Background: an optimization exercise with open tools, aiming at small area, a short achievable clock period and few clock cycles. Do not read the settings as production practice.
RTL that was checked went through simulation tests only; none was proved equivalent to the original.
The clock input has no modelled driver; a real chip could not lean on it and would need a root buffer or a full tree.
Power figures rest on the tool's default switching activity, not on a simulated workload.

==> run C: inputs <==
==> flow/design.v <==
`timescale 1ns/10ps
module ELA(clk, rst, in_data, data_rd, req, wen, addr, data_wr, done);
	input				clk;
	input				rst;
	input		[7:0]	in_data;
	input		[7:0]	data_rd;
	output				req;
	output	reg			wen;
	output	reg	[9:0]	addr;
	output	reg	[7:0]	data_wr;
	output	reg			done;
	reg			nreq;
	assign req = ~nreq;
	reg			s0, s1, s2;
	wire		main = s0 | s1 | s2;
	wire [4:0] col = addr[4:0];
	wire [3:0] rf = addr[9:6];
	wire kge2 = |col[4:1];				 
	wire klow = &col[4:2] & (col[1] | col[0]);	 
	wire last = addr[5] & klow & (rf == 4'd14);	 
	reg	[7:0]	xr, v, yr, p, q;
	reg	[7:0]	dreg, bd;
	reg	[7:0]	sreg, bs;
	wire [7:0] yn = ~yr;
	wire [7:0] sp = xr ^ yr;	 
	wire [7:0] ep = xr ^ yn;	 
	reg [7:0] sg, sq, eg, eq;	 
	integer l, i, t;
	always @(*) begin
		sg = xr & yr;
		sq = sp;
		eg = xr & yn;
		eq = ep;
		for (l = 0; l < 3; l = l + 1)
			for (i = 0; i < 8; i = i + 1)
				if ((i >> l) & 1) begin
					t = ((i >> (l + 1)) << (l + 1)) + (1 << l) - 1;
					sg[i] = sg[i] | (sq[i] & sg[t]);
					sq[i] = sq[i] & sq[t];
					eg[i] = eg[i] | (eq[i] & eg[t]);
					eq[i] = eq[i] & eq[t];
				end
	end
	wire [8:0] sum = {sg[7], sp ^ {sg[6:0], 1'b0}};
	wire [7:0] e0 = ep ^ {eg[6:0], 1'b0};
	wire [7:0] e1 = ep ^ {eg[6:0] | eq[6:0], 1'b1};
	wire [7:0] dm = eg[7] ? e0 : ~e1;
	wire bzero = &bd;
	wire lt = ~bzero & ((&dreg) | (dreg < bd));
	reg cen;
	wire upd = s1 | (lt & cen);
	always @(posedge clk) begin
		dreg <= dm;
		sreg <= sum[8:1];
		if (upd) begin
			bd <= dreg;
			bs <= sreg;
		end
		if (s0) begin
			xr <= v;
			v <= xr;
		end else if (s1)
			xr <= data_rd;
		if (s0)
			yr <= data_wr;
		else if (s1)
			yr <= q;
		else
			yr <= p;
		if (s1) begin
			p <= yr;
			q <= p;
		end
		cen <= s1 ? kge2 : s2 ? ~col[4] | ~col[3] | ~col[2] | ~col[1] : 1'b0;
		data_wr <= s1 ? bs : in_data;
		if (!main && !wen)
			addr <= 10'd31;
		else begin
			addr[4:0] <= col + (s1 ? 5'd30 : s2 ? 5'd3 : s0 ? 5'd0 : 5'd1);
			addr[5] <= s1;
			if (!main)
				addr[9:6] <= {3'd0, nreq & (&col)};
			else if (s0 || (s1 && !kge2))
				addr[9:6] <= rf - 4'd1;
			else if (s2)
				addr[9:6] <= rf + ((addr[5] & klow) ? 4'd2 : 4'd1);
		end
	end
	always @(posedge clk or posedge rst) begin
		if (rst) begin
			s0 <= 1'b0;
			s1 <= 1'b0;
			s2 <= 1'b0;
			nreq <= 1'b0;
			wen <= 1'b0;
			done <= 1'b0;
		end else if (done) begin
			nreq <= 1'b1;
			wen <= 1'b0;
		end else if (!main) begin
			wen <= 1'b1;
			if (wen && col == 5'd30)
				nreq <= 1'b1;
			if (nreq && col == 5'd31)
				s0 <= 1'b1;
		end else begin
			s0 <= s2;
			s1 <= s0;
			s2 <= s1;
			nreq <= ~s0;
			if (s2) begin
				wen <= ~last;
				if (last && col == 5'd31) begin
					done <= 1'b1;
					s0 <= 1'b0;
					wen <= 1'b0;
				end
			end else
				wen <= s1;
		end
	end
endmodule
==> flow/flow/run.sh <==
#!/bin/bash
# Own layout flow: the standard ORFS flow (standard.sh), except that
# - the clock tree is built by flow/cts.tcl, a copy of ORFS's cts.tcl whose
#   TritonCTS call is replaced by one level of clock buffers fed by the clock
#   port (manual_clock_tree there);
# - flow/env.sh may set MAKEVARS, extra ORFS variables for the steps after
#   synthesis. Synthesis is the standard one, unchanged.
# Every tool's output goes to a log in this folder.
set -euo pipefail
W=$(pwd)
rm -rf "$W/scripts"
cp -r "$FLOW_HOME/scripts" "$W/scripts"
cp "$W/flow/cts.tcl" "$W/scripts/cts.tcl"
export SCRIPTS_DIR="$W/scripts"
export CLKTREE_NBUF=4
export CLKTREE_BUF=sky130_fd_sc_hd__clkbuf_16
MAKEVARS=()
if [ -f "$W/flow/env.sh" ]; then source "$W/flow/env.sh"; fi
bash standard.sh synth > "$W/flow_synth.log" 2>&1
for step in floorplan place cts finish; do
  bash standard.sh "${MAKEVARS[@]}" $step > "$W/flow_$step.log" 2>&1
done
test -s "$W/out/final.def"
==> flow/flow/cts.tcl <==
utl::set_metrics_stage "cts__{}"
source $::env(SCRIPTS_DIR)/load.tcl
source $::env(SCRIPTS_DIR)/lec_check.tcl
erase_non_stage_variables cts
load_design 3_place.odb 3_place.sdc
source_step_tcl PRE CTS

# Clone clock tree inverters next to register loads
# so cts does not try to buffer the inverted clocks.
repair_clock_inverters

proc save_progress { stage } {
  puts "Run 'make gui_$stage.odb' to load progress snapshot"
  orfs_write_db $::env(RESULTS_DIR)/$stage.odb
  orfs_write_sdc $::env(RESULTS_DIR)/$stage.sdc
}

# Run CTS
set cts_args [list \
  -sink_clustering_enable \
  -repair_clock_nets]

append_env_var cts_args CTS_BUF_DISTANCE -distance_between_buffers 1
append_env_var cts_args CTS_CLUSTER_SIZE -sink_clustering_size 1
append_env_var cts_args CTS_CLUSTER_DIAMETER -sink_clustering_max_diameter 1
append_env_var cts_args CTS_BUF_LIST -buf_list 1
append_env_var cts_args CTS_LIB_NAME -library 1


if { [env_var_exists_and_non_empty CTS_ARGS] } {
  set cts_args $::env(CTS_ARGS)
}

set_dont_use $::env(DONT_USE_CELLS)

proc kmeans_groups { pts nb } {
  set xs [lsort -real [lmap p $pts {lindex $p 0}]]
  set ys [lsort -real [lmap p $pts {lindex $p 1}]]
  set x0 [lindex $xs 0]; set x1 [lindex $xs end]
  set y0 [lindex $ys 0]; set y1 [lindex $ys end]
  set cent {}
  set side [expr {int(ceil(sqrt($nb)))}]
  set rows [expr {int(ceil(double($nb) / $side))}]
  for {set i 0} {$i < $nb} {incr i} {
    set cx [expr {$i % $side}]; set cy [expr {$i / $side}]
    lappend cent [list [expr {$x0 + ($cx + 0.5) / $side * ($x1 - $x0)}] [expr {$y0 + ($cy + 0.5) / $rows * ($y1 - $y0)}]]
  }
  # balanced k-means: no group takes more than its share of the points
  set cap [expr {int(ceil(double([llength $pts]) / $nb))}]
  for {set iter 0} {$iter < 40} {incr iter} {
    set pairs {}
    set n 0
    foreach p $pts {
      for {set i 0} {$i < $nb} {incr i} {
        set c [lindex $cent $i]
        lappend pairs [list [expr {abs([lindex $p 0] - [lindex $c 0]) + abs([lindex $p 1] - [lindex $c 1])}] $n $i]
      }
      incr n
    }
    set grp [lrepeat $nb {}]
    set cnt [lrepeat $nb 0]
    set done [lrepeat [llength $pts] 0]
    foreach pr [lsort -real -index 0 $pairs] {
      lassign $pr d n i
      if {[lindex $done $n] || [lindex $cnt $i] >= $cap} { continue }
      lset done $n 1
      lset cnt $i [expr {[lindex $cnt $i] + 1}]
      lset grp $i [concat [lindex $grp $i] [list [lindex $pts $n]]]
    }
    set newc {}
    for {set i 0} {$i < $nb} {incr i} {
      set g [lindex $grp $i]
      if {[llength $g] == 0} { lappend newc [lindex $cent $i]; continue }
      set sx 0; set sy 0
      foreach p $g { set sx [expr {$sx + [lindex $p 0]}]; set sy [expr {$sy + [lindex $p 1]}] }
      lappend newc [list [expr {double($sx) / [llength $g]}] [expr {double($sy) / [llength $g]}]]
    }
    set cent $newc
  }
  return [list $grp $cent]
}

# Drive each group of iterms (points {x y iterm}) from a new buffer of
# master bufname placed at the group's centre, fed by net src; returns the
# buffers' input points.
proc buffer_groups { grp cent bufname src prefix } {
  set block [ord::get_db_block]
  set master [[ord::get_db] findMaster $bufname]
  set ins {}
  for {set i 0} {$i < [llength $grp]} {incr i} {
    set g [lindex $grp $i]
    if {[llength $g] == 0} { continue }
    set inst [odb::dbInst_create $block $master ${prefix}$i]
    set net [odb::dbNet_create $block clknet_${prefix}$i]
    $net setSigType CLOCK
    foreach p $g { set it [lindex $p 2]; $it disconnect; $it connect $net }
    set c [lindex $cent $i]
    set x [expr {int([lindex $c 0]) - [$master getWidth] / 2}]
    set y [expr {int([lindex $c 1]) - [$master getHeight] / 2}]
    $inst setLocation $x $y
    $inst setPlacementStatus PLACED
    [$inst findITerm A] connect $src
    [$inst findITerm X] connect $net
    lappend ins [list [lindex $c 0] [lindex $c 1] [$inst findITerm A]]
    puts "clock buffer ${prefix}$i ($bufname) drives [llength $g] pins"
  }
  return $ins
}

proc manual_clock_tree { } {
  set block [ord::get_db_block]
  set clknet [[$block findBTerm clk] getNet]
  set pts {}
  foreach it [$clknet getITerms] {
    set b [[$it getInst] getBBox]
    lappend pts [list [expr {([$b xMin] + [$b xMax]) / 2.0}] [expr {([$b yMin] + [$b yMax]) / 2.0}] $it]
  }
  if {[info exists ::env(CLKTREE_LEAF)] && $::env(CLKTREE_LEAF) ne ""} {
    lassign [kmeans_groups $pts $::env(CLKTREE_NLEAF)] grp cent
    set pts [buffer_groups $grp $cent $::env(CLKTREE_LEAF) $clknet clkleaf_]
  }
  lassign [kmeans_groups $pts $::env(CLKTREE_NBUF)] grp cent
  buffer_groups $grp $cent $::env(CLKTREE_BUF) $clknet clkroot_
  set_propagated_clock [all_clocks]
}
manual_clock_tree

utl::push_metrics_stage "cts__{}__pre_repair_timing"
log_cmd estimate_parasitics -placement
if { $::env(DETAILED_METRICS) } {
  report_metrics 4 "cts pre-repair-timing"
}
utl::pop_metrics_stage

set_placement_padding -global \
  -left $::env(CELL_PAD_IN_SITES_DETAIL_PLACEMENT) \
  -right $::env(CELL_PAD_IN_SITES_DETAIL_PLACEMENT)

set result [catch { detailed_placement } msg]
if { $result != 0 } {
  save_progress 4_1_error
  error "Detailed placement failed in CTS: $msg"
}

log_cmd estimate_parasitics -placement

if { $::env(CTS_SNAPSHOTS) } {
  save_progress 4_1_pre_repair_hold_setup
}

if { !$::env(SKIP_CTS_REPAIR_TIMING) } {
  if { $::env(EQUIVALENCE_CHECK) } {
    write_eqy_verilog 4_before_rsz.v
  }
  if { $::env(LEC_CHECK) } {
    write_lec_verilog 4_before_rsz_lec.v
  }

  repair_timing_helper

  if { $::env(EQUIVALENCE_CHECK) } {
    run_equivalence_test
  }
  if { $::env(LEC_CHECK) } {
    write_lec_verilog 4_after_rsz_lec.v
    run_lec_test 4_rsz 4_before_rsz_lec.v 4_after_rsz_lec.v
  }

  set result [catch { detailed_placement } msg]
  if { $result != 0 } {
    save_progress 4_1_error
    error "Detailed placement failed in CTS: $msg"
  }

  check_placement -verbose
}

report_metrics 4 "cts final"

source_step_tcl POST CTS

orfs_write_db $::env(RESULTS_DIR)/4_1_cts.odb
orfs_write_sdc $::env(RESULTS_DIR)/4_cts.sdc
==> flow/flow/env.sh <==
export BUFFER_PORTS_ARGS="-buffer_cell sky130_fd_sc_hd__buf_2"
==> flow/standard.sh <==
#!/bin/bash
# synth_recipe.tcl (not shown) runs the flow's synth.tcl, then flattens the netlist and writes it again
# the make line also repeats each setting of config.mk as NAME=value (left out here)
make -C /OpenROAD-flow-scripts/flow DESIGN_CONFIG=/design/flow/config.mk WORK_HOME=/design/flow/orfs CLKGATE_MAP_FILE= SYNTH_SCRIPT=/design/flow/synth_recipe.tcl "${@:-finish}"
==> flow/config.mk <==
export PLATFORM = sky130hd
export DESIGN_NAME = ELA
export DESIGN_NICKNAME = ELA
export VERILOG_FILES = /design/flow/design.v
export SDC_FILE = /design/flow/constraint.sdc
export NUM_CORES = 8
export LEC_CHECK = 0
export CAP_MARGIN = 20
export CORE_MARGIN = 2
export CORE_UTILIZATION = 40
export SETUP_SLACK_MARGIN = 3.05
export SLEW_MARGIN = 20
==> flow/constraint.sdc <==
create_clock -name core_clock -period 5.0 [get_ports {clk}]
set_input_delay 1.0000 -clock core_clock [delete_from_list [all_inputs] [get_ports {clk}]]
set_output_delay 1.0000 -clock core_clock [all_outputs]
set_load 0.01 [all_outputs]
==> run R (differences from run C) <==
==> flow/design.v, changed modules only <==
module ELA(clk, rst, in_data, data_rd, req, wen, addr, data_wr, done);
	input				clk;
	input				rst;
	input		[7:0]	in_data;
	input		[7:0]	data_rd;
	output				req;
	output	reg			wen;
	output	reg	[9:0]	addr;
	output	reg	[7:0]	data_wr;
	output	reg			done;
	reg			main, vld, nreq;
	assign req = ~nreq;
	reg			s0, s1, s2;
	reg	[4:0]	k;
	reg	[3:0]	j;
	reg	[7:0]	xr, v, yr, p, q;
	reg	[8:0]	dreg, bd;
	reg	[7:0]	sreg, bs;
	wire [7:0] yn = ~yr;
	wire [7:0] sp = xr ^ yr;	 
	wire [7:0] ep = xr ^ yn;	 
	reg [7:0] sg, sq, eg, eq;	 
	integer l, i, t;
	always @(*) begin
		sg = xr & yr;
		sq = sp;
		eg = xr & yn;
		eq = ep;
		for (l = 0; l < 3; l = l + 1)
			for (i = 0; i < 8; i = i + 1)
				if ((i >> l) & 1) begin
					t = ((i >> (l + 1)) << (l + 1)) + (1 << l) - 1;
					sg[i] = sg[i] | (sq[i] & sg[t]);
					sq[i] = sq[i] & sq[t];
					eg[i] = eg[i] | (eq[i] & eg[t]);
					eq[i] = eq[i] & eq[t];
				end
	end
	wire [8:0] sum = {sg[7], sp ^ {sg[6:0], 1'b0}};
	wire [8:0] e = {eg[7], ep ^ {eg[6:0], 1'b0}};
	wire [7:0] m = e[8] ? e[7:0] : ~e[7:0];
	wire [10:0] cmp = {2'b00, dreg[7:0], 1'b1} + {~bd[8], ~bd, dreg[8]};
	wire lt = cmp[10];
	wire [8:0] dm1 = dreg[8] ? {1'b0, dreg[7:0]} : {1'b0, dreg[7:0]} - 9'd1;
	reg cen;
	wire upd = s1 | (lt & cen);
	wire [4:0] k1 = k + 5'd1;
	always @(posedge clk) begin
		dreg <= {e[8], m};
		sreg <= sum[8:1];
		if (upd) begin
			bd <= dm1;
			bs <= sreg;
		end
		if (s0) begin
			xr <= v;
			v <= xr;
		end else if (s1)
			xr <= data_rd;
		if (s0)
			yr <= data_wr;
		else if (s1)
			yr <= q;
		else
			yr <= p;
		if (s1) begin
			p <= yr;
			q <= p;
		end
		cen <= s1 ? (k[4:1] != 4'd0) : s2 ? (k != 5'd1 && k != 5'd2) : 1'b0;
		data_wr <= s1 ? bs : in_data;
		addr[4:0] <= s1 ? k - 5'd2 : k;
		addr[5] <= s1;
		if (!main)
			addr[9:6] <= 4'd0;
		else if (s2)
			addr[9:6] <= j + 4'd1;
		else if (s1 && k[4:1] == 4'd0)
			addr[9:6] <= j - 4'd1;
		else
			addr[9:6] <= j;
	end
	always @(posedge clk or posedge rst) begin
		if (rst) begin
			main <= 1'b0;
			vld <= 1'b0;
			s0 <= 1'b0;
			s1 <= 1'b0;
			s2 <= 1'b0;
			k <= 5'd0;
			j <= 4'd0;
			nreq <= 1'b0;
			wen <= 1'b0;
			done <= 1'b0;
		end else if (done) begin
			nreq <= 1'b1;
			wen <= 1'b0;
		end else if (!main) begin
			vld <= ~nreq;
			if (vld) k <= k1;
			wen <= vld;
			if (vld && k == 5'd31) begin
				main <= 1'b1;
				s2 <= 1'b1;
				nreq <= 1'b1;
			end
		end else begin
			s0 <= s2;
			s1 <= s0;
			s2 <= s1;
			nreq <= ~s0;
			if (s1) begin
				k <= k1;
				if (k == 5'd31) j <= j + 4'd1;
			end
			if (s2) begin
				wen <= (j != 4'd15);
				if (j == 4'd15 && k == 5'd2) begin
					done <= 1'b1;
					main <= 1'b0;
					wen <= 1'b0;
				end
			end else
				wen <= s1;
		end
	end
endmodule
Settings changed: SETUP_SLACK_MARGIN 3.05 to 3.1.
==> run E (differences from run C) <==
==> flow/design.v, changed modules only <==
module ELA(clk, rst, in_data, data_rd, req, wen, addr, data_wr, done);
	input				clk;
	input				rst;
	input		[7:0]	in_data;
	input		[7:0]	data_rd;
	output				req;
	output	reg			wen;
	output	reg	[9:0]	addr;
	output	reg	[7:0]	data_wr;
	output	reg			done;
	reg			main, vld, nreq;
	assign req = ~nreq;
	reg			s0, s1, s2;
	reg	[4:0]	k;
	reg	[3:0]	j;
	reg	[7:0]	xr, v, yr, p, q;
	reg	[8:0]	dreg, bd;
	reg	[7:0]	sreg, bs;
	wire [7:0] yn = ~yr;
	wire [7:0] sp = xr ^ yr;	 
	wire [7:0] ep = xr ^ yn;	 
	reg [7:0] sg, sq, eg, eq;	 
	integer l, i, t;
	always @(*) begin
		sg = xr & yr;
		sq = sp;
		eg = xr & yn;
		eq = ep;
		for (l = 0; l < 3; l = l + 1)
			for (i = 0; i < 8; i = i + 1)
				if ((i >> l) & 1) begin
					t = ((i >> (l + 1)) << (l + 1)) + (1 << l) - 1;
					sg[i] = sg[i] | (sq[i] & sg[t]);
					sq[i] = sq[i] & sq[t];
					eg[i] = eg[i] | (eq[i] & eg[t]);
					eq[i] = eq[i] & eq[t];
				end
	end
	wire [8:0] sum = {sg[7], sp ^ {sg[6:0], 1'b0}};
	wire [8:0] e = {eg[7], ep ^ {eg[6:0], 1'b0}};
	wire [7:0] m = e[8] ? e[7:0] : ~e[7:0];
	wire [10:0] cmp = {2'b00, dreg[7:0], 1'b1} + {~bd[8], ~bd, dreg[8]};
	wire lt = cmp[10];
	wire [8:0] dm1 = dreg[8] ? {1'b0, dreg[7:0]} : {1'b0, dreg[7:0]} - 9'd1;
	wire edge_col = (k == 5'd1) || (k == 5'd2);
	wire upd = s1 | (lt & ~edge_col & (s2 | s0));
	wire [4:0] k1 = k + 5'd1;
	always @(posedge clk) begin
		dreg <= {e[8], m};
		sreg <= sum[8:1];
		if (upd) begin
			bd <= dm1;
			bs <= sreg;
		end
		if (s0) begin
			xr <= v;
			v <= xr;
		end else if (s1)
			xr <= data_rd;
		if (s0)
			yr <= data_wr;
		else if (s1)
			yr <= q;
		else
			yr <= p;
		if (s1) begin
			p <= yr;
			q <= p;
		end
		data_wr <= s1 ? bs : in_data;
		addr[4:0] <= s1 ? k - 5'd2 : k;
		addr[5] <= s1;
		if (!main)
			addr[9:6] <= 4'd0;
		else if (s2)
			addr[9:6] <= j + 4'd1;
		else if (s1 && k[4:1] == 4'd0)
			addr[9:6] <= j - 4'd1;
		else
			addr[9:6] <= j;
	end
	always @(posedge clk or posedge rst) begin
		if (rst) begin
			main <= 1'b0;
			vld <= 1'b0;
			s0 <= 1'b0;
			s1 <= 1'b0;
			s2 <= 1'b0;
			k <= 5'd0;
			j <= 4'd0;
			nreq <= 1'b0;
			wen <= 1'b0;
			done <= 1'b0;
		end else if (done) begin
			nreq <= 1'b1;
			wen <= 1'b0;
		end else if (!main) begin
			vld <= ~nreq;
			if (vld) k <= k1;
			wen <= vld;
			if (vld && k == 5'd31) begin
				main <= 1'b1;
				s2 <= 1'b1;
				nreq <= 1'b1;
			end
		end else begin
			s0 <= s2;
			s1 <= s0;
			s2 <= s1;
			nreq <= ~s0;
			if (s1) begin
				k <= k1;
				if (k == 5'd31) j <= j + 4'd1;
			end
			if (s2) begin
				wen <= (j != 4'd15);
				if (j == 4'd15 && k == 5'd2) begin
					done <= 1'b1;
					main <= 1'b0;
					wen <= 1'b0;
				end
			end else
				wen <= s1;
		end
	end
endmodule
==> flow/flow/env.sh (replaced) <==
export BUFFER_PORTS_ARGS="-buffer_cell sky130_fd_sc_hd__buf_2"; MAKEVARS=(RECOVER_POWER=50)
Settings changed: SETUP_SLACK_MARGIN 3.05 to 3.0.
==> summary of the runs <==
Run E finished with capacitance limit, slew limit left. Run R went through all stages and came out clean. Run C went through all stages and came out clean.
Sequential power, lowest first: run C, run E, run R.
Register-to-register slack, highest first: run R, run C, run E.
Against run E, the power of run C is smaller by about 10%.
Cell count: run E is smaller than run C (2.5%).
Utilization, lowest first: run E, run R, run C.
Of run R and run E, run R has the higher via count (gap about 2.3%, measured against run E).
Of run R and run C, run R has the higher flip-flop and latch count (gap 13).
The highest hold slack belongs to run E, the lowest to run C.
In run R the routed wire length is smaller than in run C, by about 11%.
The highest sequential share of layout area belongs to run E, the lowest to run C.
==> figures <==
Share of synthesized area occupied by flip-flops and latches: run E 0.585; run R 0.583; run C 0.552
Sequential Power: run E 1.03 mW; run R 1.07 mW; run C 0.918 mW
Non-clock inverter count: run E 36; run R 32; run C 40
Placed standard-cell area: run E 0.00505 sq mm; run R 0.00512 sq mm; run C 0.00480 sq mm
Tot Pwr: run E 1.58 mW; run R 1.83 mW; run C 1.43 mW
Worst-Skew Late Latency: run E 0.16 ns; run R 0.17 ns; run C 0.16 ns
Outcome: run E finished with violations; run R timing/DRC/antenna clean; run C timing/DRC/antenna clean
Violated checks: run E capacitance limit, slew limit; run R -; run C -
FF+latch count: run E 109; run R 110; run C 97
Sum of routed wire length over all layers: run E 7620 microns; run R 8010 microns; run C 8970 microns
Internal power consumption: run E 1.24 mW; run R 1.41 mW; run C 1.12 mW
All-Layer GR Usage: run E 0.120; run R 0.125; run C 0.146
Post-route fraction of the period consumed by the critical path: run E 0.555; run R 0.413; run C 0.429
Simple-Gate Fraction of Synth Area: run E 0.0627; run R 0.0753; run C 0.0844
Worst Hold Endpoint: run E bs[2]; run R bs[6]; run C bs[6]
Placed cell count: run E 541; run R 544; run C 541
Post-Syn Area: run E 0.00471 sq mm; run R 0.00477 sq mm; run C 0.00445 sq mm
Slew at the pin with the worst max-slew slack: run E 1.69 ns; run R 0.673 ns; run C 0.523 ns
DRT iter0 DRCs: run E 102; run R 102; run C 104
Relative area change from synthesis to final layout: run E 12.4%; run R 14.7%; run C 18.9%
Combinational cell fraction of total power: run E 0.119; run R 0.216; run C 0.118
Maximum clock rate: run E 360 MHz; run R 485 MHz; run C 466 MHz
Testbench counts of run E, summed over its fixed seeds: cycles 47,392.
No functional check of the RTL was part of run C and run R. No run of this note takes its clock network from TritonCTS; it comes from the design's own scripts or RTL.

## re-timing with driven ports
Ports are ideal in the flow. The routed layouts listed here were re-timed in OpenROAD.
Step 1 assumes that a clkbuf_16 drives the clock port and a buf_2 every other input.
Step 2 adds t to the input delays and takes it off the output delays; t is the mean of the earliest and latest rising clock arrival at the registers after step 1. Input paths then give back, and output paths get back, about the clock's delay inside the block.
a / b / c = no drivers / after step 1 / after step 2; a / b = the first two.
| run | t, ns | setup slack, ns | latest minus earliest clock arrival (ns) | slew at the worst register clock pin (ns) | cell pins on the clock port's net |
|---|---|---|---|---|---|
| run C | 0.233 | 2.855 / 2.855 / 2.855 | 0.006 / 0.006 | 0.09 / 0.09 | 4 |
| run R | 0.243 | 2.937 / 2.937 / 2.937 | 0.014 / 0.015 | 0.11 / 0.11 | 4 |
| run E | 0.244 | 2.224 / 2.224 / 2.224 | 0.008 / 0.008 | 0.10 / 0.10 | 4 |
